From an optimization exercise on the open Yosys and OpenROAD flow, aimed at small area, a short achievable clock period and few clock cycles; shortcuts taken in it are not production practice.
No functional check of the RTL was part of any run shown here.
No activity file was given, so power comes from the tool's default toggle rates.

==> design.v <==
module alu (
   input  logic [31:0]  i_a,
   input  logic [31:0]  i_b,
   input  logic         i_sub,       
   input  logic         i_arith,     
   input  logic         i_left,      
   input  logic         i_sel_sum,
   input  logic         i_sel_sh,
   input  logic         i_sel_xor,
   input  logic         i_sel_or,
   input  logic         i_sel_and,
   input  logic         i_sel_lt,
   input  logic         i_sel_ltu,
   input  logic         i_sel_b,
   output logic [31:0]  o_result,
   output logic [31:0]  o_sum,
   output logic         o_lt,
   output logic         o_ltu,
   output logic         o_eq         
);
   logic [32:0] sum;
   logic [31:0] shin, shl, shr, x;
   add_sk #(.W(32)) uu_add (.i_a(i_a), .i_b(i_b), .i_cin(i_sub), .o_sum(sum[31:0]), .o_cout(sum[32]));
   assign o_sum = sum[31:0];
   assign o_ltu = ~sum[32];
   assign o_lt  = (i_a[31] ^ ~i_b[31]) ? i_a[31] : sum[31];
   assign x     = i_a ^ i_b;
   assign o_eq  = &x;
   always_comb begin
      for (int i = 0; i < 32; i++) shin[i] = i_left ? i_a[31-i] : i_a[i];
   end
   assign shr = 32'($signed({i_arith & i_a[31], shin}) >>> i_b[4:0]);
   always_comb begin
      for (int i = 0; i < 32; i++) shl[i] = shr[31-i];
   end
   assign o_result = ({32{i_sel_sum}} & sum[31:0])
                   | ({32{i_sel_sh & ~i_left}} & shr)
                   | ({32{i_sel_sh & i_left}}  & shl)
                   | ({32{i_sel_xor}} & x)
                   | ({32{i_sel_or}}  & (i_a | i_b))
                   | ({32{i_sel_and}} & (i_a & i_b))
                   | ({32{i_sel_b}}   & i_b)
                   | {31'd0, (i_sel_lt & o_lt) | (i_sel_ltu & o_ltu)};
endmodule
module add_sk #(
   parameter W = 32
)(
   input  logic [W-1:0]  i_a,
   input  logic [W-1:0]  i_b,
   input  logic          i_cin,
   output logic [W-1:0]  o_sum,
   output logic          o_cout
);
   logic [W:0] g0, p0, G, P;
   assign g0 = {i_a & i_b, i_cin};
   assign p0 = {i_a ^ i_b, 1'b0};
   always_comb begin
      G = g0;
      P = p0;
      for (int l = 0; (1 << l) <= W; l++) begin
         for (int i = W; i >= 0; i--) begin
            if ((i >> l) & 1) begin
               G[i] = G[i] | (P[i] & G[((i >> l) << l) - 1]);
               P[i] = P[i] & P[((i >> l) << l) - 1];
            end
         end
      end
   end
   assign o_sum  = p0[W:1] ^ G[W-1:0];
   assign o_cout = G[W];
endmodule
module reg_file (
   input  logic         clk,
   input  logic         i_wr_en,
   input  logic [4:0]   i_wr_addr,
   input  logic [31:0]  i_wr_dt,
   input  logic [3:0]   i_rd1_lo,
   input  logic [7:0]   i_rd1_hi,
   input  logic [3:0]   i_rd2_lo,
   input  logic [7:0]   i_rd2_hi,
   output logic [31:0]  o_rd_dt_1,
   output logic [31:0]  o_rd_dt_2
);
   logic [31:0] regs [1:31];
   always_ff @(posedge clk) begin
      if (i_wr_en) regs[i_wr_addr] <= i_wr_dt;
   end
   always_comb begin
      o_rd_dt_1 = '0;
      o_rd_dt_2 = '0;
      for (int i = 1; i < 32; i++) begin
         o_rd_dt_1 = o_rd_dt_1 | ({32{i_rd1_lo[i%4] & i_rd1_hi[i/4]}} & regs[i]);
         o_rd_dt_2 = o_rd_dt_2 | ({32{i_rd2_lo[i%4] & i_rd2_hi[i/4]}} & regs[i]);
      end
   end
endmodule
module ariscv #(
   parameter NBW_ACLK      = 6,
   parameter NBW_INST      = 32,
   parameter NBW_REGISTER  = 32,
   parameter NBW_ADDR      = 5,
   parameter NBW_PC        = 32
)(
   input  logic                        clk,
   input  logic                        rst_async_n,
   input  logic [NBW_INST-1:0]         i_inst,
   output logic [NBW_PC-1:0]           o_pc,
   output logic [NBW_REGISTER-1:0]     o_writeData,
   output logic [NBW_REGISTER-1:0]     o_writeAddr,
   output logic                        o_memWrite,
   output logic [2:0]                  o_writeWidth,
   input  logic [NBW_REGISTER-1:0]     i_readData
);
   localparam logic [4:0] OP_LOAD = 5'b00000, OP_STORE = 5'b01000, OP_BRANCH = 5'b11000,
                          OP_JALR = 5'b11001, OP_JAL   = 5'b11011, OP_OPIMM  = 5'b00100,
                          OP_OP   = 5'b01100, OP_AUIPC = 5'b00101, OP_LUI    = 5'b01101;
   logic          x_redirect;
   logic [11:2]   x_target;
   logic          d_replay;
   logic [11:2]   pc_q;
   logic [4:0]    f_op;
   logic          f_jal, f_br, f_pred, f_auipc;
   logic [11:2]   f_tj, f_tb, f_target;
   logic [12:2]   f_pc4;
   logic [12:2]   f_alt;
   assign o_pc = {20'd0, pc_q, 2'b00};
   assign f_op    = i_inst[6:2];
   assign f_jal   = (f_op == OP_JAL);
   assign f_br    = (f_op == OP_BRANCH) & (i_inst[31] | i_inst[12]);
   assign f_pred  = f_jal | f_br;
   assign f_auipc = (f_op == OP_AUIPC);
   add_sk #(.W(10)) uu_tj (.i_a(pc_q), .i_b({i_inst[20], i_inst[30:22]}), .i_cin(1'b0), .o_sum(f_tj), .o_cout());
   add_sk #(.W(10)) uu_tb (.i_a(pc_q), .i_b({i_inst[7], i_inst[30:25], i_inst[11:9]}), .i_cin(1'b0), .o_sum(f_tb), .o_cout());
   assign f_target = f_jal ? f_tj : f_tb;
   assign f_pc4   = {1'b0, pc_q} + 11'd1;
   assign f_alt   = (f_auipc | (f_op == OP_LOAD) | (f_op == OP_STORE)) ? {1'b0, pc_q} : (f_pred | (f_op != OP_BRANCH)) ? f_pc4 : {1'b0, f_tb};
   always_ff @(posedge clk or negedge rst_async_n) begin
      if (!rst_async_n)    pc_q <= '0;
      else if (x_redirect) pc_q <= x_target;
      else if (d_replay)    pc_q <= d_alt[11:2];
      else if (f_jal)      pc_q <= f_tj;
      else if (f_br)       pc_q <= f_tb;
      else                 pc_q <= f_pc4[11:2];
   end
   logic          d_valid;
   logic [31:0]   d_ir;
   logic          d_pred;
   logic [12:2]   d_alt;
   logic          d_useimm, d_mem, d_wen, d_opx, d_load, d_store, d_branch, d_jalr, d_link, d_upper;
   logic [1:0]    d_immsel;
   logic [3:0]    d_rs1_lo, d_rs2_lo;
   logic [7:0]    d_rs1_hi, d_rs2_hi;
   always_ff @(posedge clk or negedge rst_async_n) begin
      if (!rst_async_n)  d_valid <= 1'b0;
      else               d_valid <= ~x_redirect & ~d_replay;
   end
   always_ff @(posedge clk) begin
      d_ir   <= i_inst;
      d_pred <= f_pred;
      d_alt  <= f_alt;
      d_useimm <= (f_op != OP_OP) & (f_op != OP_BRANCH) & (f_op != OP_STORE);
      d_mem    <= (f_op == OP_LOAD) | (f_op == OP_STORE);
      d_wen    <= (f_op != OP_STORE) & (f_op != OP_BRANCH) & (i_inst[11:7] != 5'd0);
      d_opx    <= (f_op == OP_OP) | (f_op == OP_OPIMM);
      d_load   <= (f_op == OP_LOAD);
      d_store  <= (f_op == OP_STORE);
      d_branch <= (f_op == OP_BRANCH);
      d_jalr   <= (f_op == OP_JALR);
      d_link   <= (f_op == OP_JAL) | (f_op == OP_JALR);
      d_upper  <= (f_op == OP_LUI) | (f_op == OP_AUIPC);
      d_immsel <= (f_op == OP_STORE) ? 2'd1 : (f_op == OP_LUI) ? 2'd2 : f_auipc ? 2'd3 : 2'd0;
      for (int i = 0; i < 4; i++) begin
         d_rs1_lo[i] <= (i_inst[16:15] == 2'(i));
         d_rs2_lo[i] <= (i_inst[21:20] == 2'(i));
      end
      for (int i = 0; i < 8; i++) begin
         d_rs1_hi[i] <= (i_inst[19:17] == 3'(i));
         d_rs2_hi[i] <= (i_inst[24:22] == 3'(i));
      end
   end
   logic [2:0]    d_f3;
   logic [4:0]    d_rs1, d_rs2, d_rd;
   logic [31:0]   d_imm;
   logic [31:0]   d_rd1, d_rd2;
   assign d_f3  = d_ir[14:12];
   assign d_rs1 = d_ir[19:15];
   assign d_rs2 = d_ir[24:20];
   assign d_rd  = d_ir[11:7];
   always_comb begin
      case (d_immsel)
         2'd1:    d_imm = {{20{d_ir[31]}}, d_ir[31:25], d_ir[11:7]};
         2'd2:    d_imm = {d_ir[31:12], 12'd0};
         2'd3:    d_imm = {d_ir[31:12], d_alt[11:2], 2'b00};
         default: d_imm = {{20{d_ir[31]}}, d_ir[31:20]};
      endcase
   end
   logic          d_sub;
   assign d_sub = d_branch | (d_opx & (d_f3[2:1] == 2'b01)) |
                  (~d_useimm & d_opx & (d_f3 == 3'd0) & d_ir[30]);
   logic          x_valid, x_wen;
   logic [4:0]    x_rd;
   logic [31:0]   x_result;
   logic          x_we;
   logic          fwd_a, fwd_b;
   assign x_we  = x_valid & x_wen;
   assign fwd_a = x_we & (x_rd == d_rs1);
   assign fwd_b = x_we & (x_rd == d_rs2) & ~d_useimm;
   assign d_replay = d_valid & d_mem & fwd_a;
   reg_file uu_rf (
      .clk         (clk),
      .i_wr_en     (x_we),
      .i_wr_addr   (x_rd),
      .i_wr_dt     (x_result),
      .i_rd1_lo    (d_rs1_lo),
      .i_rd1_hi    (d_rs1_hi),
      .i_rd2_lo    (d_rs2_lo),
      .i_rd2_hi    (d_rs2_hi),
      .o_rd_dt_1   (d_rd1),
      .o_rd_dt_2   (d_rd2)
   );
   logic [11:0]   d_addr;
   add_sk #(.W(12)) uu_addr (.i_a(d_rd1[11:0]), .i_b(d_imm[11:0]), .i_cin(1'b0), .o_sum(d_addr), .o_cout());
   logic [31:0]   x_a, x_b;
   logic [11:0]   x_addr;
   logic [2:0]    x_f3;
   logic          x_sub, x_arith, x_left;
   logic          x_sel_sum, x_sel_sh, x_sel_xor, x_sel_or, x_sel_and, x_sel_lt, x_sel_ltu, x_sel_b;
   logic          x_load, x_store, x_branch, x_jalr, x_link;
   logic          x_pred;
   logic [12:2]   x_alt;
   always_ff @(posedge clk or negedge rst_async_n) begin
      if (!rst_async_n) x_valid <= 1'b0;
      else              x_valid <= d_valid & ~x_redirect & ~d_replay;
   end
   always_ff @(posedge clk) begin
      x_a       <= fwd_a ? x_result : d_rd1;
      x_b       <= {32{d_sub}} ^ (fwd_b ? x_result : (d_useimm ? d_imm : d_rd2));
      x_addr    <= d_addr;
      x_rd      <= d_rd;
      x_wen     <= d_wen;
      x_f3      <= d_f3;
      x_sub     <= d_sub;
      x_arith   <= d_ir[30];
      x_left    <= ~d_f3[2];
      x_sel_sum <= d_opx & (d_f3 == 3'd0);
      x_sel_sh  <= d_opx & (d_f3[1:0] == 2'b01);
      x_sel_xor <= d_opx & (d_f3 == 3'd4);
      x_sel_or  <= d_opx & (d_f3 == 3'd6);
      x_sel_and <= d_opx & (d_f3 == 3'd7);
      x_sel_lt  <= d_opx & (d_f3 == 3'd2);
      x_sel_ltu <= d_opx & (d_f3 == 3'd3);
      x_sel_b   <= d_upper;
      x_load    <= d_load;
      x_store   <= d_store;
      x_branch  <= d_branch;
      x_jalr    <= d_jalr;
      x_link    <= d_link;
      x_pred    <= d_pred;
      x_alt     <= d_alt;
   end
   logic [31:0]   x_alu;
   logic          x_lt, x_ltu, x_eq, x_cond, x_taken;
   logic [31:0]   x_sum;
   alu uu_alu (
      .i_a       (x_a),
      .i_b       (x_b),
      .i_sub     (x_sub),
      .i_arith   (x_arith),
      .i_left    (x_left),
      .i_sel_sum (x_sel_sum),
      .i_sel_sh  (x_sel_sh),
      .i_sel_xor (x_sel_xor),
      .i_sel_or  (x_sel_or),
      .i_sel_and (x_sel_and),
      .i_sel_lt  (x_sel_lt),
      .i_sel_ltu (x_sel_ltu),
      .i_sel_b   (x_sel_b),
      .o_result  (x_alu),
      .o_sum     (x_sum),
      .o_lt      (x_lt),
      .o_ltu     (x_ltu),
      .o_eq      (x_eq)
   );
   always_comb begin
      case (x_f3[2:1])
         2'b00:   x_cond = x_eq;
         2'b10:   x_cond = x_lt;
         default: x_cond = x_ltu;
      endcase
   end
   assign x_taken = x_cond ^ x_f3[0];
   assign x_redirect = x_valid & (x_jalr | (x_branch & (x_taken ^ x_pred)));
   assign x_target   = x_jalr ? x_sum[11:2] : x_alt[11:2];
   assign x_result = x_load ? i_readData : (x_alu | {19'd0, {11{x_link}} & x_alt, 2'b00});
   assign o_writeAddr  = {20'd0, x_addr};
   assign o_writeData  = x_b;
   assign o_writeWidth = x_f3;
   assign o_memWrite   = x_valid & x_store;
endmodule
==> flow/run.sh <==
#!/bin/bash
# The standard layout (standard.sh: its synthesis and ORFS steps, its SDC),
# with these changes to how the layout is made:
#  - the resizer is asked for more setup slack than the 11 ns clock needs;
#  - no gate cloning in timing repair (clones added after the last design
#    repair could leave slew violations);
#  - CTS without dummy loads;
#  - ports buffered with buf_2 instead of the default delay buffer.
# ORFS writes each step's log under orfs/logs/; make's output goes to flow.log.
set -o pipefail
bash standard.sh SETUP_SLACK_MARGIN=7 SKIP_GATE_CLONING=1 \
  "CTS_ARGS=-sink_clustering_enable -repair_clock_nets -dont_use_dummy_load" \
  "BUFFER_PORTS_ARGS=-buffer_cell sky130_fd_sc_hd__buf_2" \
  finish > flow.log 2>&1
==> standard.sh <==
#!/bin/bash
# synth_recipe.tcl (not shown) runs the flow's synth.tcl, then flattens the netlist and writes it again
# the make line also repeats each setting of config.mk as NAME=value (left out here)
make -C /OpenROAD-flow-scripts/flow DESIGN_CONFIG=/design/flow/config.mk WORK_HOME=/design/flow/orfs CLKGATE_MAP_FILE= SYNTH_SCRIPT=/design/flow/synth_recipe.tcl "${@:-finish}"
==> config.mk <==
export PLATFORM = sky130hd
export DESIGN_NAME = ariscv
export DESIGN_NICKNAME = ariscv
export VERILOG_FILES = /design/flow/design.v
export SDC_FILE = /design/flow/constraint.sdc
export NUM_CORES = 8
export LEC_CHECK = 0
export CAP_MARGIN = 20
export CORE_MARGIN = 2
export CORE_UTILIZATION = 40
export SLEW_MARGIN = 20
==> constraint.sdc <==
create_clock -name core_clock -period 11.0 [get_ports {clk}]
set_input_delay 2.2000 -clock core_clock [delete_from_list [all_inputs] [get_ports {clk}]]
set_output_delay 2.2000 -clock core_clock [all_outputs]
set_load 0.01 [all_outputs]
==> results of run 1 <==
[power by group through the flow]
stage                     clock (mW)  combinational [mW]  sequential (mW)
after floorplan                    0                1.28             5.32
after global placement             0                1.97             5.45
after detailed placement           0                1.98             5.46
after CTS                       3.52                2.06             5.36
after global routing            3.69                2.37             5.37
final                           3.54                2.27             5.37
[synthesized netlist by cell type, drive strengths merged (14+ instances only)]
cell and count:
or4 15, inv 122, nor2 168, nand2 131
nor3 87, mux4 68, buf 128, o2111ai 16
a21o 22, ha 88, mux2 28, edfxtp 992
a31oi 31, a22o 282, a222oi 46, nand3 137
dfxtp 186, or3 22, o21ai 94, xor2 18
a211oi 28, mux2i 66, nor2b 21, fa 16
o211ai 22, and2 81, nand4 115, xnor2 63
a221oi 284, a21oi 166, a22oi 416, nand2b 19
o22ai 20, clkbuf 280, o21a 14
[state kept, by name, summed over array words and instances (netlist names), 2 cells and up]
signal      cells
x_b            32
x_rd            5
d_rs2_lo        4
x_f3            3
x_alt          11
d_rs1_lo        4
x_addr         12
d_immsel        2
d_rs1_hi        8
d_alt          11
d_ir           25
d_rs2_hi        8
pc_q           10
uu_rf.regs    992
x_a            32
[critical path, stage by stage (launching register included)]
cell and delay [ps]:
dfxtp_1 480, and2_2 550, buf_4 440, a22o_1 310, a221oi_1 270, nand4_1 130
nor3_1 1030, nor3_1 370, a31oi_1 290, xnor2_1 90
[kinds of logic (layout without fill, tap and decap cells)]
family	count (synthesis)	after routing
buf+inv	532	608
flops	1190	1190
simple gates	863	863
compound gates	1551	1551
other cells	1	53
xor+xnor	81	81
mux	162	162
fa+ha+maj	104	104
[layout make-up]
cell class / instances / area [µm²]
multi-input cells: 2803 / 22430
diodes: 11 / 27.53
fillers: 12731 / 76880
well taps: 1890 / 2365
inverters: 124 / 493.0
clock buffers: 120 / 3003
repair buffers: 364 / 2823
flip-flops and latches: 1190 / 33910
[metal layers]
layer	GRT usage (%)	vias to the layer above	part of all wire [%]
li1	-	18466	-
met1	45.04	24106	32
met2	53.67	5839	40
met3	17.25	1732	18
met4	27.00	26	9.9
met5	0.6944	-	0.16
[path summary, 6_finish.rpt]
check,cells past startpoint,slack [ps],to,startpoint
setup / recovery,9,6750,x_b[19],d_rs2_hi[2]
hold / removal,0,320,x_rd[0],d_ir[7]
setup reg to reg,9,6750,x_b[19],d_rs2_hi[2]
hold reg to reg,0,320,x_rd[0],d_ir[7]
max in group asynchronous,1,9340,pc_q[8],rst_async_n
min in group asynchronous,1,1400,x_valid,rst_async_n
[timing repair]
item                       in CTS  in global routing
gates resized for setup       124                133
buffers inserted               26                 38
pin swaps                      11                 34
setup endpoints to repair     815                202
==> flow_summary_export.csv, run 1 <==
group,metric,value,unit
job,cap_violations,0,
placed_design,gp_congestion,1.019,
finish,final-instance-count-excl-fill,6502,
timing,setup_ws,6753,ps
global_routing,grt_max_degree,61,
run_status,status,"finished clean",
pwr,power.internal,7.839,mW
detailed_routing,dr.pass1.iters,12,
placed_design,dp_cells,6305,
detailed_routing,drc,0,
cts,h-tree-depth,3,
pwr,power.share.clock,31.7,%
synth,syn-cell-area,0.05731,mm²
floorplan,initial_core_util,40.38,%
synth,synth_top_family_by_area,"compound AO/OA/AOI/OAI gates",
global_routing,antenna_found_initial,23,
synth,synth-seq-cells,1190,
synth,synth_cell_type_count,101,
floorplan,std_cell_rows,138,
synth,synthMuxAreaShare,4.388,%
floorplan,die_h,382.5,µm
pwr,switchingPower,3.346,mW
floorplan,io_pins,166,
min_path,worst_hold_path_type,"register to register",
cts,path_clk_slew,50,ps
timing,worst_pin_slew,1347,ps
synth,synth_top_cell_area_share,51.98,%
timing,fin_tns_setup,0,ps
finish,layout-drive-gt1-share,18.80,%
finish,layout_common_cells,"992 x edfxtp_1, 414 x a22oi_1, 282 x a22o_1",
setup_path,end_kind,"register",
pwr,power,11.18,mW
synth,synth-async-reset-ratio,1.008,%
detailed_routing,antenna_left,0,
setup_path,worstSetupStartpointType,"register",
global_routing,grt_pass1_wl,381800,µm
finish,layout.nets,4773,
global_routing,grt_overflow,0,
cts,clock_latency,800,ps
synth,synth_xor_area_share,1.251,%
cts,holdBufCountCts,0,
floorplan,core_area,0.1419,mm²
detailed_routing,num_vias,50169,
floorplan,die_area,0.1463,mm²
setup_path,crit_fanout,18,
placed_design,post-dp-hpwl,164500,µm
finish,layout_commonest_cell,"edfxtp_1",
global_routing,grt_pass1_vias,46037,
pwr,seqPwrFrac,48.0,%
pwr,power_frac_comb,20.3,%
timing,max_freq,235.5,MHz
synth,synth_compound_area_share,21.04,%
detailed_routing,drt-initial-drc-count,11574,
synth,synth_cells,4484,
timing,fin_skew,125.6,ps
timing,hold_ws,322.2,ps
timing,setup_viol,0,
setup_path,critical_path_arrival,4780,ps
synth,synth_warnings,6,
cts,cts_made_buffers,120,
finish,design_area,0.06506,mm²
synth,synth-adder-area-share,2.480,%
timing,grt_setup_unrepaired,"true",
timing,relSlewSlack,9.488,%
timing,finalHoldViolations,0,
global_routing,gr-usage-all-layers,37.78,%
synth,synth-edff-count,992,
cts,cts_tree,"done",
timing,finalCritPeriodShare,38.61,%
timing,drv_slew,0,
pwr,leakage,21.88,nW
synth,synth_seq_area_share,59.00,%
synth,synthFlopType,"edfxtp_1",
detailed_routing,wl_per_cell,44.10,µm
setup_path,critPathKind,"register to register",
pwr,ir_drop,0.1364,mV
placed_design,pre_cts_slack,5649,ps
synth,syn_area_per_cell,12.78,µm²
detailed_routing,viasPerCell,7.716,
floorplan,die-width,382.5,µm
finish,finish.utilization,45.84,%
cts,cts_max_path_buffers,3,
finish,area_delta_synth_final,13.51,%
pwr,powerDensity,171.9,mW/mm²
timing,layout_min_cycle_time,4247,ps
synth,synth-simple-area-share,7.809,%
synth,yosys-top-cells-area,"edfxtp_1 52%, dfxtp_1 6.5%, a22oi_1 5.4%, a22o_1 4.3%, a221oi_1 4.3%",
placed_design,numPortBuffers,121,
placed_design,place_area,0.06045,mm²
cts,cts.sinks,1190,
detailed_routing,drt-total-wl,286700,µm
setup_path,required,11540,ps
pwr,swShare,29.91,%
synth,synth_top_cell_by_area,"edfxtp_1",
cts,root_buffer,"clkbuf_16",
==> inputs of run 2 (changes only) <==
--- a/design.v
+++ b/design.v
@@ -75,8 +75,6 @@
    input  logic [4:0]   i_wr_addr,
    input  logic [31:0]  i_wr_dt,
-   input  logic [3:0]   i_rd1_lo,
-   input  logic [7:0]   i_rd1_hi,
-   input  logic [3:0]   i_rd2_lo,
-   input  logic [7:0]   i_rd2_hi,
+   input  logic [31:1]  i_rd1_sel,
+   input  logic [31:1]  i_rd2_sel,
    output logic [31:0]  o_rd_dt_1,
    output logic [31:0]  o_rd_dt_2
@@ -90,6 +88,6 @@
       o_rd_dt_2 = '0;
       for (int i = 1; i < 32; i++) begin
-         o_rd_dt_1 = o_rd_dt_1 | ({32{i_rd1_lo[i%4] & i_rd1_hi[i/4]}} & regs[i]);
-         o_rd_dt_2 = o_rd_dt_2 | ({32{i_rd2_lo[i%4] & i_rd2_hi[i/4]}} & regs[i]);
+         o_rd_dt_1 = o_rd_dt_1 | ({32{i_rd1_sel[i]}} & regs[i]);
+         o_rd_dt_2 = o_rd_dt_2 | ({32{i_rd2_sel[i]}} & regs[i]);
       end
    end
@@ -149,6 +147,5 @@
    logic          d_useimm, d_mem, d_wen, d_opx, d_load, d_store, d_branch, d_jalr, d_link, d_upper;
    logic [1:0]    d_immsel;
-   logic [3:0]    d_rs1_lo, d_rs2_lo;
-   logic [7:0]    d_rs1_hi, d_rs2_hi;
+   logic [31:1]   d_rs1_sel, d_rs2_sel;
    always_ff @(posedge clk or negedge rst_async_n) begin
       if (!rst_async_n)  d_valid <= 1'b0;
@@ -170,11 +167,7 @@
       d_upper  <= (f_op == OP_LUI) | (f_op == OP_AUIPC);
       d_immsel <= (f_op == OP_STORE) ? 2'd1 : (f_op == OP_LUI) ? 2'd2 : f_auipc ? 2'd3 : 2'd0;
-      for (int i = 0; i < 4; i++) begin
-         d_rs1_lo[i] <= (i_inst[16:15] == 2'(i));
-         d_rs2_lo[i] <= (i_inst[21:20] == 2'(i));
-      end
-      for (int i = 0; i < 8; i++) begin
-         d_rs1_hi[i] <= (i_inst[19:17] == 3'(i));
-         d_rs2_hi[i] <= (i_inst[24:22] == 3'(i));
+      for (int i = 1; i < 32; i++) begin
+         d_rs1_sel[i] <= (i_inst[19:15] == 5'(i));
+         d_rs2_sel[i] <= (i_inst[24:20] == 5'(i));
       end
    end
@@ -212,8 +205,6 @@
       .i_wr_addr   (x_rd),
       .i_wr_dt     (x_result),
-      .i_rd1_lo    (d_rs1_lo),
-      .i_rd1_hi    (d_rs1_hi),
-      .i_rd2_lo    (d_rs2_lo),
-      .i_rd2_hi    (d_rs2_hi),
+      .i_rd1_sel   (d_rs1_sel),
+      .i_rd2_sel   (d_rs2_sel),
       .o_rd_dt_1   (d_rd1),
       .o_rd_dt_2   (d_rd2)
--- a/flow/run.sh
+++ b/flow/run.sh
@@ -5,10 +5,10 @@
 #  - no gate cloning in timing repair (clones added after the last design
 #    repair could leave slew violations);
-#  - CTS without dummy loads;
+#  - CTS without dummy loads, and with smaller clock buffers;
 #  - ports buffered with buf_2 instead of the default delay buffer.
 # ORFS writes each step's log under orfs/logs/; make's output goes to flow.log.
 set -o pipefail
 bash standard.sh SETUP_SLACK_MARGIN=7 SKIP_GATE_CLONING=1 \
-  "CTS_ARGS=-sink_clustering_enable -repair_clock_nets -dont_use_dummy_load" \
+  "CTS_ARGS=-sink_clustering_enable -repair_clock_nets -dont_use_dummy_load -buf_list {sky130_fd_sc_hd__clkbuf_4 sky130_fd_sc_hd__clkbuf_8}" \
   "BUFFER_PORTS_ARGS=-buffer_cell sky130_fd_sc_hd__buf_2" \
   finish > flow.log 2>&1
==> run 2 against run 1 <==
Now fails the layout checks on max-capacitance violations, max-slew violations; utilization barely moved; synthesized cell count is 0.31% lower; via count about the same; cell area about the same; sequential cell count up 38; wire length fell by 0.12%; sequential power up 3%; sequential share of layout area grew 1.3 points; die area about the same; critical path depth increased by 3; clock power shrank 6.8%; first-iteration DRC count up 3.1%; largest cell class unchanged; largest power group unchanged.
==> flow_summary_export.csv, run 2 <==
group,metric,value,unit
synth,synthFlopType,"edfxtp_1",
setup_path,worstPathCellList,"buf_6 > a222oi_1 > nand3_1 > or4_1 > ha_1 > a21o_1 > a21o_1 > a21oi_1 > o21ai_2 > a21o_1 > fa_1 > xor2_1",
placed_design,numPortBuffers,121,
global_routing,grt_pass1_vias,46598,
floorplan,io_pins,166,
cts,cts_made_buffers,200,
detailed_routing,viasPerCell,7.587,
global_routing,antenna_found_initial,22,
floorplan,die-width,382.5,µm
setup_path,crit_fanout,32,
pwr,power.internal,7.664,mW
finish,layout-drive-gt1-share,20.01,%
synth,yosys-top-cells-count,"992 x edfxtp_1, 496 x a22oi_1, 264 x clkbuf_1",
finish,area_delta_synth_final,13.55,%
setup_path,slowest_stage,"or4_1",
pwr,power_frac_comb,19.9,%
timing,grt_setup_unrepaired,"true",
setup_path,end_kind,"register",
finish,layout_common_cells,"992 x edfxtp_1, 495 x a22oi_1, 242 x a22o_1, 242 x a221oi_1, 201 x clkbuf_8",
floorplan,initial_core_util,40.38,%
setup_path,rr_startpoint,"d_rs1_sel[11]",
detailed_routing,wl_per_cell,43.26,µm
run_status,so.violations,"max-capacitance violations, max-slew violations",
timing,fin_tns_setup,0,ps
setup_path,worstSetupStartpointType,"register",
finish,layout_commonest_cell,"edfxtp_1",
synth,syn_area_per_cell,12.82,µm²
placed_design,place_area,0.06054,mm²
cts,h-tree-depth,4,
cts,path_clk_slew,60,ps
finish,largestRegisters,"uu_rf.regs: 992 flops, x_a: 32 flops, x_b: 32 flops",
floorplan,std_cell_rows,138,
synth,yosys-top-cells-area,"edfxtp_1 52%, dfxtp_1 7.8%, a22oi_1 6.5%, a221oi_1 3.7%, a22o_1 3.7%",
setup_path,cp_num_cells,12,
setup_path,critPathLaunch,"d_rs1_sel[11]",
timing,drv_slew,8,
cts,root_buffer,"clkbuf_8",
setup_path,timing.rr.end,"x_addr[8]",
synth,synth_cell_type_count,84,
finish,layout.nets,4879,
synth,synth-edff-count,992,
synth,synth-seq-cells,1228,
finish,largest_register,"uu_rf.regs",
synth,synth_warnings,6,
pwr,leakage,21.83,nW
setup_path,critPathKind,"register to register",
synth,syn-cell-area,0.05730,mm²
cts,holdBufCountCts,0,
run_status,status,"complete, but fails checks",
pwr,power.share.clock,30.0,%
setup_path,rr_worst_depth,12,
setup_path,ff2ff_setup_slack,6940,ps
cts,cts.sinks,1228,
finish,design_area,0.06507,mm²
timing,worst_pin_slew,1682,ps
global_routing,grt_max_degree,57,
timing,finalCritPeriodShare,36.88,%
synth,synth_top_cell_by_area,"edfxtp_1",
cts,clock_latency,1000,ps
timing,fin_skew,165.1,ps
pwr,switchingPower,3.349,mW
floorplan,core_area,0.1419,mm²
cts,cts_tree,"done",
detailed_routing,drt-initial-drc-count,11934,
synth,synth_cells,4470,
timing,max_freq,246.5,MHz
timing,relSlewSlack,-12.97,%
min_path,worst_hold_path_type,"register to register",
job,cap_violations,1,
floorplan,die_area,0.1463,mm²
finish,multi_input_area,0.02166,mm²
floorplan,die_h,382.5,µm
setup_path,required,11800,ps
setup_path,path_buf_inv,1,
synth,post-synth-top-count-cell,"edfxtp_1",
finish,largest_reg_flops,992,
setup_path,endpoint,"x_addr[8]",
timing,layout_min_cycle_time,4057,ps
setup_path,critical_path_arrival,4860,ps
detailed_routing,drc,0,
global_routing,grt_pass1_wl,381900,µm
detailed_routing,dr.pass1.iters,11,
pwr,powerDensity,169.3,mW/mm²
pwr,swShare,30.41,%
timing,setup_viol,0,
timing,finalHoldViolations,0,
placed_design,post-dp-hpwl,163700,µm
global_routing,grt_overflow,0,
setup_path,cpMostUsedCell,"a21o_1",
detailed_routing,drt-total-wl,286400,µm
pwr,seqPwrFrac,50.1,%
cts,cts_max_path_buffers,3,
synth,synth-async-reset-ratio,0.9772,%
setup_path,critPathMaxStageDelay,590,ps
detailed_routing,num_vias,50217,
placed_design,gp_congestion,0.9782,
finish,seqCellArea,0.03476,mm²
synth,synth_top_cell_area_share,51.98,%
global_routing,gr-usage-all-layers,37.73,%
synth,synth_seq_area_share,60.33,%
pwr,ir_drop,0.09420,mV
setup_path,cpLargestDelayFamily,"compound AO/OA/AOI/OAI gates",
detailed_routing,antenna_left,0,
finish,fill_cells,12701,
[run 2: power by group through the flow]
stage / clock network [mW] / logic [mW] / registers [mW]
finish: 3.30 / 2.20 / 5.52
global route: 3.48 / 2.30 / 5.52
CTS: 3.28 / 2.02 / 5.51
detailed placement: 0 / 1.90 / 5.61
global placement: 0 / 1.89 / 5.61
floorplan: 0 / 1.23 / 5.46
[run 2: worst min path at each step]
stage                   start   endpoint  slack [ps]  depth (start not counted)
floorplan           d_alt[12]  x_alt[12]         310                          0
CTS                   d_ir[9]    x_rd[2]         320                          0
detailed placement     d_jalr     x_jalr         310                          0
finish                 d_load     x_load         330                          0
global placement       d_link     x_link         310                          0
global route          d_ir[9]    x_rd[2]         320                          0
[run 2: metal layers]
| layer | wire length, µm | track usage, % | part of all wire [%] |
|---|---|---|---|
| met1 | 93570 | 44.96 | 33 |
| met4 | 25490 | 25.65 | 8.9 |
| met2 | 116500 | 53.44 | 41 |
| met3 | 50310 | 18.25 | 18 |
| met5 | 479 | 0.9259 | 0.17 |
[run 2: timing repair]
action	in CTS	in global routing
resized for setup	109	112
cloned	0	0
endpoints found under the setup margin	1054	422
pin swaps	20	21
buffers inserted	44	47
[run 2: final cells by class]
type,instances,share of cell area [%]
inverter,124,0.8172
clock buffer,200,4.230
sequential,1228,53.42
timing repair buffer,376,4.530
antenna,22,0.08461
multi-input combinational,2779,33.29
tap,1890,3.634
[run 2: cells by family after synthesis]
group,count (synthesis),synth area share (%)
multiplexers,135,3.972
XOR/XNOR,78,1.192
other,1,0.006544
adder cells (fa/ha/maj),104,2.480
AO/OA/AOI/OAI,1558,20.76
AND/OR/NAND/NOR,862,7.579
buffers and inverters,504,3.683
flip-flops,1228,60.33
[run 2: stage by stage]
stage                     std cells  util [%]  setup slack, ps  hold slack [ps]  power, mW
after floorplan                4511         -             6828            309.6      6.692
after global placement         6305     42.64             5181            313.3      7.498
after detailed placement       6306     42.66             5186            312.1      7.507
after CTS                      6550     45.23             6983            320.8      10.81
after global routing           6605     45.82             6950            324.8      11.29
final                          6619     45.85             6943            325.3      11.01
==> inputs of run 3 (changes only) <==
--- a/config.mk
+++ b/config.mk
@@ -6,6 +6,6 @@
 export NUM_CORES = 8
 export LEC_CHECK = 0
-export CAP_MARGIN = 20
+export CAP_MARGIN = 35
 export CORE_MARGIN = 2
 export CORE_UTILIZATION = 40
-export SLEW_MARGIN = 20
+export SLEW_MARGIN = 35
==> run 3 against run 2 <==
Now clean on timing, DRC and antenna; clock power decreased by 1%; sequential share of layout area decreased by 0.14 points; via count about the same; critical path depth increased by 5; wire length increased by 0.14%; clock skew decreased by 51 ps; worst setup slack got worse by 15 ps; register-to-register slack got worse by 20 ps; synthesized cell count unchanged.
==> flow_summary_export.csv, run 3 <==
group,metric,value,unit
run_status,status,"finished clean",
detailed_routing,antenna_left,0,
synth,synth_seq_area_share,60.33,%
pwr,powerDensity,168.6,mW/mm²
timing,worst_pin_slew,1114,ps
placed_design,place_area,0.06071,mm²
finish,design_area,0.06525,mm²
pwr,ir_drop,0.08273,mV
setup_path,worstSetupStartpointType,"register",
synth,synth-async-reset-ratio,0.9772,%
finish,area_delta_synth_final,13.87,%
timing,layout_min_cycle_time,4072,ps
timing,relSlewSlack,25.71,%
detailed_routing,wl_per_cell,43.31,µm
floorplan,die_area,0.1463,mm²
placed_design,post-dp-hpwl,164100,µm
floorplan,die-width,382.5,µm
job,cap_violations,0,
pwr,power,11.00,mW
global_routing,grt_max_degree,57,
synth,yosys-top-cells-area,"edfxtp_1 52%, dfxtp_1 7.8%, a22oi_1 6.5%, a221oi_1 3.7%, a22o_1 3.7%",
synth,syn_area_per_cell,12.82,µm²
timing,finalCritPeriodShare,37.02,%
global_routing,gr-usage-all-layers,37.71,%
finish,layout_commonest_cell,"edfxtp_1",
detailed_routing,drt-total-wl,286800,µm
cts,cts.sinks,1228,
setup_path,cpMostUsedCell,"a211oi_4",
cts,h-tree-depth,4,
detailed_routing,num_vias,50174,
synth,post-synth-top-count-cell,"edfxtp_1",
detailed_routing,drc,0,
setup_path,required,11720,ps
synth,synth_top_cell_by_area,"edfxtp_1",
detailed_routing,viasPerCell,7.578,
synth,synthFlopType,"edfxtp_1",
setup_path,worstPathCellList,"inv_1 > ha_4 > o21a_1 > a211oi_4 > o211a_1 > o211ai_1 > buf_4 > a31oi_4 > o21bai_4 > fa_2 > inv_2 > a221o_1 > a211oi_2 > a311o_2 > buf_6 > a211oi_4 > a21oi_2",
finish,layout-drive-gt1-share,20.36,%
floorplan,io_pins,166,
pwr,leakage,21.91,nW
floorplan,die_h,382.5,µm
cts,clock_latency,950,ps
timing,drv_slew,0,
timing,setup_viol,0,
timing,max_freq,245.6,MHz
synth,synth_warnings,6,
placed_design,numPortBuffers,121,
global_routing,grt_pass1_vias,46370,
synth,synth-seq-cells,1228,
setup_path,cpLargestDelayFamily,"compound AO/OA/AOI/OAI gates",
timing,fin_skew,114.0,ps
placed_design,gp_congestion,0.9782,
cts,path_clk_slew,50,ps
setup_path,crit_fanout,6,
setup_path,critPathKind,"register to register",
timing,hold_ws,325.0,ps
synth,yosys-top-cells-count,"992 x edfxtp_1, 496 x a22oi_1, 264 x clkbuf_1",
min_path,worst_hold_path_type,"register to register",
setup_path,end_kind,"register",
timing,fin_tns_setup,0,ps
floorplan,core_area,0.1419,mm²
finish,layout.nets,4886,
setup_path,critical_path_arrival,4800,ps
finish,layout_common_cells,"992 x edfxtp_1, 495 x a22oi_1, 242 x a22o_1",
global_routing,antenna_found_initial,23,
cts,cts_max_path_buffers,3,
finish,largest_register,"uu_rf.regs",
synth,synth_cells,4470,
synth,synth-edff-count,992,
setup_path,critPathMaxStageDelay,470,ps
synth,syn-cell-area,0.05730,mm²
cts,cts_made_buffers,198,
global_routing,grt_pass1_wl,381600,µm
floorplan,std_cell_rows,138,
synth,synth_cell_type_count,84,
finish,largest_reg_flops,992,
setup_path,path_buf_inv,4,
timing,finalHoldViolations,0,
setup_path,slowest_stage,"dfxtp_2",
cts,root_buffer,"clkbuf_8",
timing,grt_setup_unrepaired,"true",
global_routing,grt_overflow,0,
synth,synth_top_cell_area_share,51.98,%
cts,cts_tree,"done",
floorplan,initial_core_util,40.38,%
detailed_routing,drt-initial-drc-count,11436,
finish,largestRegisters,"uu_rf.regs: 992 flops, x_a: 32 flops, x_b: 32 flops",
detailed_routing,dr.pass1.iters,8,
-- run 3: changes by cell type in the layout (fill, tap and decap cells not counted), moves of 2 or more --
| cell | previous run | this run |
|---|---|---|
| a21oi_1 | 158 | 153 |
| a21oi_2 | 14 | 19 |
| buf_12 | 15 | 12 |
| buf_16 | 3 | 7 |
| buf_6 | 27 | 37 |
| clkbuf_8 | 201 | 198 |
| dfxtp_1 | 126 | 124 |
| diode_2 | 22 | 17 |
| nor3_1 | 74 | 72 |
| o21ai_0 | 74 | 71 |
| o21ai_1 | 7 | 10 |
-- run 3: final timing paths --
| path | depth (start not counted) | slack, ps | end | startpoint |
|---|---|---|---|---|
| min in group asynchronous | 1 | 1220 | d_valid | rst_async_n |
| max | 17 | 6930 | pc_q[2] | x_b[8] |
| max reg2reg | 17 | 6930 | pc_q[2] | x_b[8] |
| min | 0 | 320 | x_load | d_load |
| min reg2reg | 0 | 320 | x_load | d_load |
| max in group asynchronous | 1 | 9530 | x_valid | rst_async_n |
-- run 3: repair_timing --
action	CTS	global route
setup endpoints to repair	1074	382
buffers inserted	44	50
hold buffers	0	0
pin swaps	21	26
gates resized for setup	118	103
-- run 3: area by class of cell --
type                       count  area [µm²]
fill                       12696       76680
sequential                  1228       34760
multi-input combinational   2779       21730
timing repair buffer         385        3097
clock buffer                 198        2725
tap                         1890        2365
inverter                     124       531.8
antenna                       17       42.54
-- run 3: logic make-up (layout without fill, tap and decap cells) --
group / after synthesis / count (layout) / synth area share (%)
xor gates and xnor gates: 78 / 78 / 1.192
AOI/OAI and AO/OA: 1558 / 1558 / 20.76
and+or+nand+nor: 862 / 862 / 7.579
muxes: 135 / 135 / 3.972
DFF: 1228 / 1228 / 60.33
buffers and inverters: 504 / 707 / 3.683
adders and majority gates: 104 / 104 / 2.480
other: 1 / 59 / 0.006544
-- run 3: through the flow --
| step | instances | setup slack [ps] | util [%] |
|---|---|---|---|
| after global placement | 6305 | 5181 | 42.64 |
| after global routing | 6606 | 6856 | 45.95 |
| final | 6621 | 6928 | 45.97 |
| after floorplan | 4511 | 6828 | - |
| after CTS | 6551 | 6980 | 45.32 |
| after detailed placement | 6309 | 5196 | 42.78 |
-- run 3: where the power goes --
group / internal, mW / total, mW / switching (mW) / leakage [nW]
sequential: 5.23 / 5.52 / 0.286 / 11.2
clock: 1.57 / 3.26 / 1.69 / 1.42
combinational: 0.850 / 2.22 / 1.37 / 9.29
total: 7.66 / 11.0 / 3.34 / 21.9
-- run 3: layer usage --
| layer | vias to the layer above | GRT usage, % | part of all wire [%] |
|---|---|---|---|
| met5 | - | 0 | 0.071 |
| met4 | 24 | 25.92 | 9.0 |
| met3 | 1572 | 17.60 | 18 |
| met2 | 5606 | 53.50 | 41 |
| met1 | 24353 | 45.27 | 33 |
| li1 | 18619 | - | - |
==> inputs of run 4 (changes only) <==
==> flow/run.sh (replaced) <==
#!/bin/bash
# The standard layout (standard.sh: its synthesis and ORFS steps, its SDC),
# with these changes to how the layout is made:
#  - the resizer is asked for more setup slack than the 11 ns clock needs,
#    working on the worst fifth of the endpoints;
#  - no gate cloning in timing repair (clones added after the last design
#    repair could leave slew violations);
#  - CTS without dummy loads, and with smaller clock buffers;
#  - ports buffered with buf_2 instead of the default delay buffer.
# ORFS writes each step's log under orfs/logs/; make's output goes to flow.log.
set -o pipefail
bash standard.sh SETUP_SLACK_MARGIN=7 SKIP_GATE_CLONING=1 TNS_END_PERCENT=20 \
  "CTS_ARGS=-sink_clustering_enable -repair_clock_nets -dont_use_dummy_load -buf_list {sky130_fd_sc_hd__clkbuf_4 sky130_fd_sc_hd__clkbuf_8}" \
  "BUFFER_PORTS_ARGS=-buffer_cell sky130_fd_sc_hd__buf_2" \
  finish > flow.log 2>&1
==> run 4 against run 3 <==
Clock-buffer cell count down 1; worst hold slack worse by 12 ps; power down 0.58%; clock power about the same; non-clock buffer count down 35; cell area down 0.66%; clock skew up 18 ps.
==> flow_summary_export.csv, run 4 <==
group,metric,value,unit
run_status,status,"finished clean",
synth,synth_cells,4470,
synth,synth_cell_type_count,84,
setup_path,path_buf_inv,1,
setup_path,required,11620,ps
job,cap_violations,0,
setup_path,slowest_stage,"dfxtp_1",
timing,fin_skew,132.3,ps
floorplan,core_area,0.1419,mm²
floorplan,std_cell_rows,138,
timing,finalCritPeriodShare,39.19,%
cts,cts.sinks,1228,
floorplan,io_pins,166,
pwr,leakage,21.71,nW
synth,synth_seq_area_share,60.33,%
timing,setup_viol,0,
floorplan,die_h,382.5,µm
finish,largestRegisters,"uu_rf.regs: 992 flops, x_a: 32 flops, x_b: 32 flops",
cts,clock_latency,960,ps
timing,relSlewSlack,27.73,%
timing,setup_ws,6690,ps
finish,layout.nets,4850,
detailed_routing,drc,0,
setup_path,critPathMaxStageDelay,980,ps
global_routing,grt_overflow,0,
cts,cts_max_path_buffers,3,
setup_path,cpLargestDelayFamily,"compound AO/OA/AOI/OAI gates",
timing,hold_ws,312.8,ps
finish,multi_input_area,0.02169,mm²
timing,worst_pin_slew,1084,ps
placed_design,numPortBuffers,121,
setup_path,end_kind,"register",
pwr,powerDensity,168.7,mW/mm²
floorplan,die-width,382.5,µm
pwr,power,10.94,mW
detailed_routing,antenna_left,0,
synth,synth_warnings,6,
timing,drv_slew,0,
detailed_routing,drt-total-wl,287900,µm
finish,final-instance-count-excl-fill,6579,
finish,area_delta_synth_final,13.11,%
synth,synth-seq-cells,1228,
pwr,ir_drop,0.1309,mV
min_path,worst_hold_path_type,"register to register",
timing,finalHoldViolations,0,
synth,syn-cell-area,0.05730,mm²
synth,synthFlopType,"edfxtp_1",
detailed_routing,viasPerCell,7.583,
synth,synth_top_cell_by_area,"edfxtp_1",
synth,post-synth-top-count-cell,"edfxtp_1",
placed_design,dp_cells,6310,
setup_path,crit_fanout,31,
global_routing,grt_max_degree,78,
placed_design,post-dp-hpwl,168200,µm
finish,finish.utilization,45.67,%
cts,root_buffer,"clkbuf_8",
synth,synth_top_cell_area_share,51.98,%
cts,cts_made_buffers,197,
detailed_routing,num_vias,49890,
global_routing,grt_pass1_vias,46635,
synth,synth-edff-count,992,
timing,max_freq,232.0,MHz
global_routing,gr-usage-all-layers,38.04,%
setup_path,worstSetupStartpointType,"register",
setup_path,critPathKind,"register to register",
placed_design,pre_cts_slack,5285,ps
finish,layout_common_cells,"992 x edfxtp_1, 495 x a22oi_1, 242 x a22o_1",
cts,h-tree-depth,4,
timing,fin_tns_setup,0,ps
synth,synth-async-reset-ratio,0.9772,%
timing,grt_setup_unrepaired,"true",
cts,path_clk_slew,60,ps
finish,largest_reg_flops,992,
finish,design_area,0.06482,mm²
synth,syn_area_per_cell,12.82,µm²
detailed_routing,drt-initial-drc-count,10691,
global_routing,antenna_found_initial,25,
finish,largest_register,"uu_rf.regs",
detailed_routing,wl_per_cell,43.76,µm
synth,yosys-top-cells-count,"992 x edfxtp_1, 496 x a22oi_1, 264 x clkbuf_1",
floorplan,initial_core_util,40.38,%
finish,seqCellArea,0.03475,mm²
placed_design,gp_congestion,1.003,
setup_path,critPathLaunch,"x_a[31]",
detailed_routing,dr.pass1.iters,13,
setup_path,rr_startpoint,"x_a[31]",
finish,layout-drive-gt1-share,19.39,%
setup_path,critical_path_arrival,4930,ps
placed_design,place_area,0.06073,mm²
timing,layout_min_cycle_time,4310,ps
floorplan,die_area,0.1463,mm²
cts,cts_tree,"done",
min_path,hp-start,"d_ir[9]",
setup_path,worstPathCellList,"nor4b_1 > nor3_1 > o22ai_1 > o21ai_0 > a31oi_1 > o22ai_2 > inv_1",
finish,layout_commonest_cell,"edfxtp_1",
global_routing,grt_pass1_wl,384800,µm
synth,yosys-top-cells-area,"edfxtp_1 52%, dfxtp_1 7.8%, a22oi_1 6.5%, a221oi_1 3.7%, a22o_1 3.7%",
finish,fill_cells,12728,
-- run 4: worst paths after layout --
kind	to	slack (ps)	cells past startpoint
max in group asynchronous	pc_q[3]	9590	1
worst max register to register	uu_rf.regs[20][3]	6690	7
worst max-delay path	uu_rf.regs[20][3]	6690	7
worst min-delay path	x_rd[2]	310	0
min in group asynchronous	d_valid	1190	1
worst min register to register	x_rd[2]	310	0
-- run 4: cell type report --
class,count,area share (%)
sequential,1228,53.62
multi-input combinational,2779,33.46
timing repair buffer,350,4.249
clock buffer,197,4.183
tap,1890,3.648
inverter,124,0.7991
antenna,11,0.04247
-- run 4: per-layer routing --
layer  vias up  routed length [µm]  global-route usage, %
met2      5533              118900                  54.83
met3      1529               49410                  17.84
met4        30               25240                  25.17
met5         -                 353                 0.2976
met1     24259               93990                  45.23
li1      18539                   -                      -
-- run 4: timing repair --
action | in CTS | in global routing
gates resized for setup | 93 | 101
setup endpoints to repair | 1075 | 370
pin swaps | 18 | 16
hold buffers | 0 | 0
buffers inserted | 36 | 24
-- run 4: where the power goes --
part,switching [mW],internal (mW),leakage (nW)
clock,1.70,1.56,1.42
sequential,0.302,5.23,11.2
combinational,1.33,0.808,9.10
total,3.33,7.61,21.7
-- run 4: kinds of logic after synthesis --
group	synth area share, %
XOR/XNOR	1.192
other	0.006544
buffers and inverters	3.683
flip-flops	60.33
AND/OR/NAND/NOR	7.579
AO/OA/AOI/OAI	20.76
multiplexers	3.972
adder cells (fa/ha/maj)	2.480
==> inputs of run 5 (changes only) <==
--- a/design.v
+++ b/design.v
@@ -118,5 +118,5 @@
    logic [11:2]   pc_q;
    logic [4:0]    f_op;
-   logic          f_jal, f_br, f_pred, f_auipc;
+   logic          f_jal, f_br, f_pred, f_auipc, f_rs2;
    logic [11:2]   f_tj, f_tb, f_target;
    logic [12:2]   f_pc4;
@@ -128,4 +128,5 @@
    assign f_pred  = f_jal | f_br;
    assign f_auipc = (f_op == OP_AUIPC);
+   assign f_rs2   = (f_op == OP_OP) | (f_op == OP_BRANCH) | (f_op == OP_STORE);
    add_sk #(.W(10)) uu_tj (.i_a(pc_q), .i_b({i_inst[20], i_inst[30:22]}), .i_cin(1'b0), .o_sum(f_tj), .o_cout());
    add_sk #(.W(10)) uu_tb (.i_a(pc_q), .i_b({i_inst[7], i_inst[30:25], i_inst[11:9]}), .i_cin(1'b0), .o_sum(f_tb), .o_cout());
@@ -156,5 +157,5 @@
       d_pred <= f_pred;
       d_alt  <= f_alt;
-      d_useimm <= (f_op != OP_OP) & (f_op != OP_BRANCH) & (f_op != OP_STORE);
+      d_useimm <= ~f_rs2;
       d_mem    <= (f_op == OP_LOAD) | (f_op == OP_STORE);
       d_wen    <= (f_op != OP_STORE) & (f_op != OP_BRANCH) & (i_inst[11:7] != 5'd0);
@@ -169,5 +170,5 @@
       for (int i = 1; i < 32; i++) begin
          d_rs1_sel[i] <= (i_inst[19:15] == 5'(i));
-         d_rs2_sel[i] <= (i_inst[24:20] == 5'(i));
+         d_rs2_sel[i] <= (i_inst[24:20] == 5'(i)) & f_rs2;
       end
    end
@@ -226,5 +227,5 @@
    always_ff @(posedge clk) begin
       x_a       <= fwd_a ? x_result : d_rd1;
-      x_b       <= {32{d_sub}} ^ (fwd_b ? x_result : (d_useimm ? d_imm : d_rd2));
+      x_b       <= {32{d_sub}} ^ (fwd_b ? x_result : (d_rd2 | ({32{d_useimm}} & d_imm)));
       x_addr    <= d_addr;
       x_rd      <= d_rd;
==> flow/run.sh (replaced) <==
#!/bin/bash
# The standard layout (standard.sh: its synthesis and ORFS steps, its SDC),
# with these changes to how the layout is made:
#  - the resizer is asked for more setup slack than the 11 ns clock needs;
#  - no gate cloning in timing repair (clones added after the last design
#    repair could leave slew violations);
#  - CTS without dummy loads, and with smaller clock buffers;
#  - ports buffered with buf_2 instead of the default delay buffer.
# ORFS writes each step's log under orfs/logs/; make's output goes to flow.log.
set -o pipefail
bash standard.sh SETUP_SLACK_MARGIN=7 SKIP_GATE_CLONING=1 \
  "CTS_ARGS=-sink_clustering_enable -repair_clock_nets -dont_use_dummy_load -buf_list {sky130_fd_sc_hd__clkbuf_4 sky130_fd_sc_hd__clkbuf_8}" \
  "BUFFER_PORTS_ARGS=-buffer_cell sky130_fd_sc_hd__buf_2" \
  finish > flow.log 2>&1
==> run 5 against run 4 <==
Still clean on timing, DRC and antenna; final cell count shrank 1.3%; sequential cell count is the same; sequential power shrank 1%; die area shrank 1.5%; sequential share of layout area grew 0.34 points; utilization grew 0.38 points; first-iteration DRC count grew 6.2%; worst setup slack gained 250 ps; synthesized cell count shrank 2.3%; critical endpoint is now x_addr[8].
==> flow_summary_export.csv, run 5 <==
group,metric,value,unit
run_status,status,"finished clean",
synth,synth_cells,4367,
finish,design_area,0.06441,mm²
timing,setup_ws,6944,ps
cts,h-tree-depth,4,
synth,synth_top_cell_by_area,"edfxtp_1",
cts,path_clk_slew,60,ps
global_routing,grt_pass1_wl,378400,µm
detailed_routing,dr.pass1.iters,13,
finish,final-instance-count-excl-fill,6491,
job,cap_violations,0,
timing,finalCritPeriodShare,36.87,%
synth,synth_xor_area_share,1.195,%
floorplan,std_cell_rows,137,
global_routing,grt_pass1_vias,45688,
global_routing,gr-usage-all-layers,37.72,%
synth,synthFlopType,"edfxtp_1",
detailed_routing,drt-total-wl,285000,µm
finish,largestRegisters,"uu_rf.regs: 992 flops, x_a: 32 flops, x_b: 32 flops",
setup_path,crit_fanout,26,
timing,finalHoldViolations,0,
detailed_routing,drt-initial-drc-count,11356,
timing,drv_slew,0,
timing,relSlewSlack,26.86,%
floorplan,die_area,0.1442,mm²
synth,synth-edff-count,992,
synth,synth-adder-area-share,2.518,%
finish,layout_commonest_cell,"edfxtp_1",
detailed_routing,wl_per_cell,43.91,µm
global_routing,grt_overflow,0,
cts,cts.sinks,1228,
pwr,powerDensity,165.8,mW/mm²
finish,multi_input_area,0.02116,mm²
timing,hold_ws,325.4,ps
detailed_routing,num_vias,48990,
cts,cts_max_path_buffers,3,
placed_design,place_area,0.06001,mm²
timing,fin_skew,157.8,ps
finish,fill_cells,12530,
cts,cts_made_buffers,194,
synth,synth_cell_type_count,88,
synth,synth-seq-cells,1228,
floorplan,initial_core_util,40.36,%
setup_path,critPathKind,"register to register",
synth,synth_seq_area_share,61.24,%
synth,post-synth-top-count-cell,"edfxtp_1",
cts,cts_tree,"done",
synth,synth-simple-area-share,7.630,%
detailed_routing,antenna_left,0,
timing,grt_setup_unrepaired,"true",
synth,synth_top_family_by_area,"compound AO/OA/AOI/OAI gates",
finish,largest_register,"uu_rf.regs",
placed_design,pre_cts_slack,5208,ps
min_path,worst_hold_path_type,"register to register",
synth,synth_compound_area_share,20.45,%
setup_path,end_kind,"register",
pwr,ir_drop,0.1135,mV
timing,worst_pin_slew,1089,ps
finish,area_delta_synth_final,14.09,%
placed_design,numPortBuffers,121,
finish,layout.nets,4776,
synth,syn_area_per_cell,12.93,µm²
setup_path,required,11760,ps
synth,yosys-top-cells-count,"992 x edfxtp_1, 500 x a22oi_1, 248 x clkbuf_1",
placed_design,dp_cells,6212,
synth,synth_top_cell_area_share,52.76,%
cts,clock_latency,980,ps
pwr,power,10.68,mW
pwr,leakage,21.74,nW
finish,seqCellArea,0.03475,mm²
global_routing,antenna_found_initial,19,
finish,finish.utilization,46.05,%
cts,root_buffer,"clkbuf_8",
placed_design,post-dp-hpwl,162400,µm
timing,setup_viol,0,
setup_path,worstSetupStartpointType,"register",
floorplan,die-width,379.7,µm
synth,yosys-top-cells-area,"edfxtp_1 53%, dfxtp_1 7.9%, a22oi_1 6.6%, a221oi_1 3.6%, a22o_1 3.4%",
finish,largest_reg_flops,992,
floorplan,core_area,0.1399,mm²
synth,synthMuxAreaShare,3.510,%
timing,fin_tns_setup,0,ps
synth,synth-async-reset-ratio,0.9772,%
timing,layout_min_cycle_time,4056,ps
finish,layout-drive-gt1-share,19.83,%
finish,layout_common_cells,"992 x edfxtp_1, 500 x a22oi_1, 226 x a221oi_1",
placed_design,gp_congestion,0.9861,
floorplan,io_pins,166,
detailed_routing,viasPerCell,7.547,
synth,syn-cell-area,0.05646,mm²
timing,max_freq,246.5,MHz
global_routing,grt_max_degree,49,
floorplan,die_h,379.7,µm
setup_path,critical_path_arrival,4810,ps
synth,synth_warnings,6,
detailed_routing,drc,0,
[run 5: cell types whose count changed in the layout (fill, tap and decap cells not counted), sizes merged, moves of 15 or more]
cell	previous run	this run
a21oi	172	114
o21ai	86	127
a222oi	37	71
mux4	71	46
nand4	121	146
nor2	207	232
a22o	242	221
mux2i	35	54
a211oi	32	14
o211ai	46	31
[run 5: repair_timing]
action,in CTS,in global routing
resized for setup,118,107
setup endpoints to repair,816,254
hold buffers,0,0
pin swaps,19,23
buffers inserted,43,31
cloned,0,0
[run 5: cell families (layout without fill, tap and decap cells)]
family	Yosys count	after routing
buffers and inverters	457	653
flip-flops	1228	1228
XOR/XNOR	77	77
AND/OR/NAND/NOR	867	867
other	1	53
multiplexers	135	135
AO/OA/AOI/OAI	1498	1498
adder cells (fa/ha/maj)	104	104
[run 5: final cells by class]
class / count / area share, %
antenna: 11 / 0.04274
sequential: 1228 / 53.96
clock buffer: 194 / 4.145
inverter: 108 / 0.7149
multi-input combinational: 2723 / 32.85
timing repair buffer: 351 / 4.645
tap: 1876 / 3.644
[run 5: final timing paths]
| path | from | end | slack [ps] | cells after the start |
|---|---|---|---|---|
| worst max-delay path | d_rs1_sel[24] | x_addr[8] | 6940 | 12 |
| worst min-delay path | d_upper | x_sel_b | 330 | 0 |
| worst max register to register | d_rs1_sel[24] | x_addr[8] | 6940 | 12 |
| worst min register to register | d_upper | x_sel_b | 330 | 0 |
| max in group asynchronous | rst_async_n | d_valid | 9560 | 1 |
| min in group asynchronous | rst_async_n | pc_q[9] | 1210 | 1 |
[run 5: critical path: stages (launching register included)]
cell	delay (ps)
dfxtp_2	450
buf_4	420
a22oi_1	310
nand3_1	110
or4_4	540
ha_1	370
a21o_1	230
a21o_1	180
a21o_1	200
a21oi_4	240
o21bai_2	90
fa_2	380
xor2_2	280
[run 5: metal layers]
layer / wire length (µm) / global-route usage (%)
met2: 117200 / 54.51
met3: 48330 / 15.30
met4: 25410 / 26.60
met1: 93700 / 45.68
met5: 315 / 0
[run 5: power by group]
group          internal (mW)  total, mW  switching (mW)
sequential              5.23       5.48           0.257
clock                   1.54       3.22            1.67
combinational          0.728       1.98            1.25
total                   7.50       10.7            3.18
==> inputs of run 6 (changes only) <==
--- a/design.v
+++ b/design.v
@@ -17,14 +17,14 @@
    output logic         o_lt,
    output logic         o_ltu,
-   output logic         o_eq         
+   output logic         o_eq
 );
    logic [32:0] sum;
    logic [31:0] shin, shl, shr, x;
-   add_sk #(.W(32)) uu_add (.i_a(i_a), .i_b(i_b), .i_cin(i_sub), .o_sum(sum[31:0]), .o_cout(sum[32]));
+   add_sk #(.W(32)) uu_add (.i_a(i_a), .i_b(i_b ^ {32{i_sub}}), .i_cin(i_sub), .o_sum(sum[31:0]), .o_cout(sum[32]));
    assign o_sum = sum[31:0];
    assign o_ltu = ~sum[32];
-   assign o_lt  = (i_a[31] ^ ~i_b[31]) ? i_a[31] : sum[31];
+   assign o_lt  = (i_a[31] ^ i_b[31]) ? i_a[31] : sum[31];
    assign x     = i_a ^ i_b;
-   assign o_eq  = &x;
+   assign o_eq  = ~|x;
    always_comb begin
       for (int i = 0; i < 32; i++) shin[i] = i_left ? i_a[31-i] : i_a[i];
@@ -227,5 +227,5 @@
    always_ff @(posedge clk) begin
       x_a       <= fwd_a ? x_result : d_rd1;
-      x_b       <= {32{d_sub}} ^ (fwd_b ? x_result : (d_rd2 | ({32{d_useimm}} & d_imm)));
+      x_b       <= fwd_b ? x_result : (d_rd2 | ({32{d_useimm}} & d_imm));
       x_addr    <= d_addr;
       x_rd      <= d_rd;
==> run 6 against run 5 <==
Area after synthesis is 0.44% higher; utilization decreased by 0.29 points; combinational power hardly changed; first-iteration DRC count is 1.5% higher; clock power about the same; register-to-register slack lost 760 ps; clock skew shrank 50 ps; non-clock buffer count rose by 11; synthesized cell count is 1.3% lower; sequential power about the same; final cell count fell by 0.32%; critical path type unchanged; critical endpoint is now pc_q[7].
==> flow_summary_export.csv, run 6 <==
group,metric,value,unit
run_status,status,"finished clean",
global_routing,grt_pass1_wl,380900,µm
finish,largestRegisters,"uu_rf.regs: 992 flops, x_a: 32 flops, x_b: 32 flops",
synth,synthMuxAreaShare,4.031,%
placed_design,post-dp-hpwl,161900,µm
timing,fin_tns_setup,0,ps
setup_path,worstSetupStartpointType,"register",
global_routing,grt_pass1_vias,45799,
synth,synth_seq_area_share,60.97,%
synth,post-synth-top-count-cell,"edfxtp_1",
synth,synth_cell_type_count,92,
synth,yosys-top-cells-area,"edfxtp_1 53%, dfxtp_1 7.9%, a22oi_1 6.5%, a221oi_1 3.5%, a22o_1 3.5%",
setup_path,critical_path_arrival,5580,ps
global_routing,gr-usage-all-layers,38.01,%
finish,area_delta_synth_final,13.83,%
cts,cts_made_buffers,196,
synth,synth_compound_area_share,20.16,%
job,cap_violations,0,
min_path,holdPathStages,0,
synth,synth-adder-area-share,3.098,%
timing,setup_viol,0,
min_path,worst_hold_path_type,"register to register",
pwr,swShare,29.69,%
floorplan,die-width,380.5,µm
synth,synthFlopType,"edfxtp_1",
cts,cts_tree,"done",
floorplan,std_cell_rows,138,
pwr,power.internal,7.507,mW
timing,drv_slew,0,
pwr,power.share.clock,30.5,%
detailed_routing,viasPerCell,7.635,
cts,path_clk_slew,60,ps
detailed_routing,num_vias,49397,
synth,synth_warnings,6,
floorplan,initial_core_util,40.20,%
finish,layout_common_cells,"992 x edfxtp_1, 488 x a22oi_1, 226 x a22o_1",
synth,synth-seq-cells,1228,
cts,clock_latency,940,ps
cts,root_buffer,"clkbuf_8",
synth,synth_top_cell_area_share,52.53,%
pwr,leakage,22.08,nW
pwr,power,10.68,mW
placed_design,dp_cells,6168,
setup_path,critPathKind,"register to register",
detailed_routing,wl_per_cell,44.15,µm
timing,relSlewSlack,20.79,%
timing,worst_pin_slew,1188,ps
pwr,power_frac_comb,18.3,%
cts,cts_max_path_buffers,3,
synth,synth-edff-count,992,
global_routing,grt_overflow,0,
setup_path,crit_fanout,9,
synth,synth_cells,4312,
synth,synth_top_family_by_area,"compound AO/OA/AOI/OAI gates",
synth,syn_area_per_cell,13.15,µm²
cts,h-tree-depth,4,
setup_path,rr_worst_depth,21,
timing,finalHoldViolations,0,
pwr,powerDensity,165.4,mW/mm²
timing,layout_min_cycle_time,4818,ps
placed_design,gp_congestion,0.9946,
setup_path,required,11760,ps
detailed_routing,drt-total-wl,285600,µm
setup_path,end_kind,"register",
timing,finalCritPeriodShare,43.80,%
pwr,switchingPower,3.169,mW
timing,max_freq,207.6,MHz
global_routing,antenna_found_initial,20,
global_routing,grt_max_degree,72,
synth,syn-cell-area,0.05671,mm²
pwr,ir_drop,0.1380,mV
floorplan,die_area,0.1448,mm²
floorplan,die_h,380.5,µm
finish,layout_commonest_cell,"edfxtp_1",
cts,cts.sinks,1228,
timing,fin_skew,107.8,ps
finish,layout-drive-gt1-share,19.10,%
detailed_routing,dr.pass1.iters,12,
finish,layout.nets,4765,
timing,grt_setup_unrepaired,"true",
placed_design,numPortBuffers,121,
detailed_routing,drt-initial-drc-count,11526,
pwr,seqPwrFrac,51.2,%
finish,largest_register,"uu_rf.regs",
finish,largest_reg_flops,992,
floorplan,core_area,0.1411,mm²
finish,final-instance-count-excl-fill,6470,
synth,synth-async-reset-ratio,0.9772,%
synth,synth_top_cell_by_area,"edfxtp_1",
cts,holdBufCountCts,0,
floorplan,io_pins,166,
detailed_routing,drc,0,
synth,yosys-top-cells-count,"992 x edfxtp_1, 488 x a22oi_1, 239 x clkbuf_1",
detailed_routing,antenna_left,0,
synth,synth_xor_area_share,1.297,%
synth,synth-simple-area-share,6.858,%
## run 6: area by class of cell
class                   count  area (µm²)
fillers                 12534       76520
flip-flops and latches   1228       34690
multi-input cells        2651       21170
repair buffers            362        3062
clock buffers             196        2698
well taps                1890        2365
inverters                 128       528.0
diodes                     15       37.54
## run 6: path summary, 6_finish.rpt
check                           endpoint        start  slack (ps)
worst max register to register   pc_q[7]        x_sub        6180
worst min register to register    x_pred       d_pred         330
min in group asynchronous       pc_q[11]  rst_async_n        1180
worst max-delay path             pc_q[7]        x_sub        6180
max in group asynchronous        pc_q[7]  rst_async_n        9560
worst min-delay path              x_pred       d_pred         330
## run 6: metrics by stage
step                      instance area, µm²  worst slack [ps]  hold WS, ps  util [%]
after floorplan                        57050              6435        309.6         -
after global placement                 59900              5444        314.0     42.46
after detailed placement               60040              5410        313.6     42.56
after CTS                              63870              6267        328.6     45.27
after global routing                   64530              6000        332.3     45.74
final                                  64550              6182        326.2     45.76
## run 6: cell families (layout without fill, tap and decap cells)
kind of cell             after synthesis  count (layout)
other                                  1              57
multiplexers                         153             153
AO/OA/AOI/OAI                       1471            1471
flip-flops                          1228            1228
XOR/XNOR                              84              84
AND/OR/NAND/NOR                      769             769
adder cells (fa/ha/maj)              132             132
buffers and inverters                474             686
## run 6: routing by layer
layer	GRT usage, %	vias to the layer above	share of wire (%)
met2	54.14	5860	41
li1	-	18127	-
met3	17.65	1757	18
met4	27.23	32	9.5
met5	0.8267	-	0.13
met1	45.00	23621	32
## run 6: power by group through the flow
stage	Sequential, mW	Clock [mW]	Combinational (mW)
after floorplan	5.46	0	1.08
after global placement	5.55	0	1.71
after detailed placement	5.56	0	1.72
after CTS	5.46	3.23	1.83
after global routing	5.48	3.43	2.04
final	5.47	3.25	1.95
## run 6: worst max-delay path, stage by stage, from the launching register on
cell and delay [ps]:
dfxtp_2 350, buf_12 180, buf_8 200, xor2_1 180, ha_1 310, a21o_1 200, a21o_1 190, a21o_1 240
a32oi_2 310, a211oi_4 100, o31ai_2 290, nor2b_4 290, fa_1 470, nand2b_1 110, nand3_1 80, o31a_1 130
o21ai_2 220, xnor2_1 140, a21oi_1 80, nor2b_1 170, buf_6 140, mux2_2 320
## run 6: what timing repair did
item | 4_1_cts | 5_1_grt
endpoints found under the setup margin | 974 | 529
buffers inserted | 56 | 34
resized for setup | 135 | 68
pin swaps | 30 | 28

re-timing with driven ports:
The results above use ideal ports. As a check the final layouts listed here were re-extracted and re-timed, cells and wires unchanged. Step 1 (the two cells are an assumption about what drives the block):
set clk [get_ports {clk}]
set_driving_cell -lib_cell sky130_fd_sc_hd__clkbuf_16 $clk
set_driving_cell -lib_cell sky130_fd_sc_hd__buf_2 [delete_from_list [all_inputs] $clk]
Step 2 times the ports against the registers' clock, not the clock port: input delays grow and output delays shrink by t, the midpoint of the rising clock arrivals with the driver on. a / b / c = ideal ports / drivers / drivers and shift; a / b = the first two.
run | t (ns) | setup WS [ns] | worst setup path at the end | worst register clock-pin slew, ns
run 1 | 0.816 | 6.753 / 6.753 / 6.328 | input to register | 0.07 / 0.07
run 2 | 0.988 | 6.943 / 6.943 / 6.251 | input to register | 0.07 / 0.07
run 3 | 0.960 | 6.928 / 6.928 / 6.250 | input to register | 0.07 / 0.07
run 4 | 0.974 | 6.690 / 6.690 / 6.228 | input to register | 0.07 / 0.07
run 5 | 0.974 | 6.944 / 6.944 / 6.323 | input to register | 0.07 / 0.07
run 6 | 0.969 | 6.182 / 6.182 / 6.062 | input to register | 0.07 / 0.07
The setup slack of run 2, which loses most, moves by 0.000 ns with the drivers and by -0.692 ns with both steps.
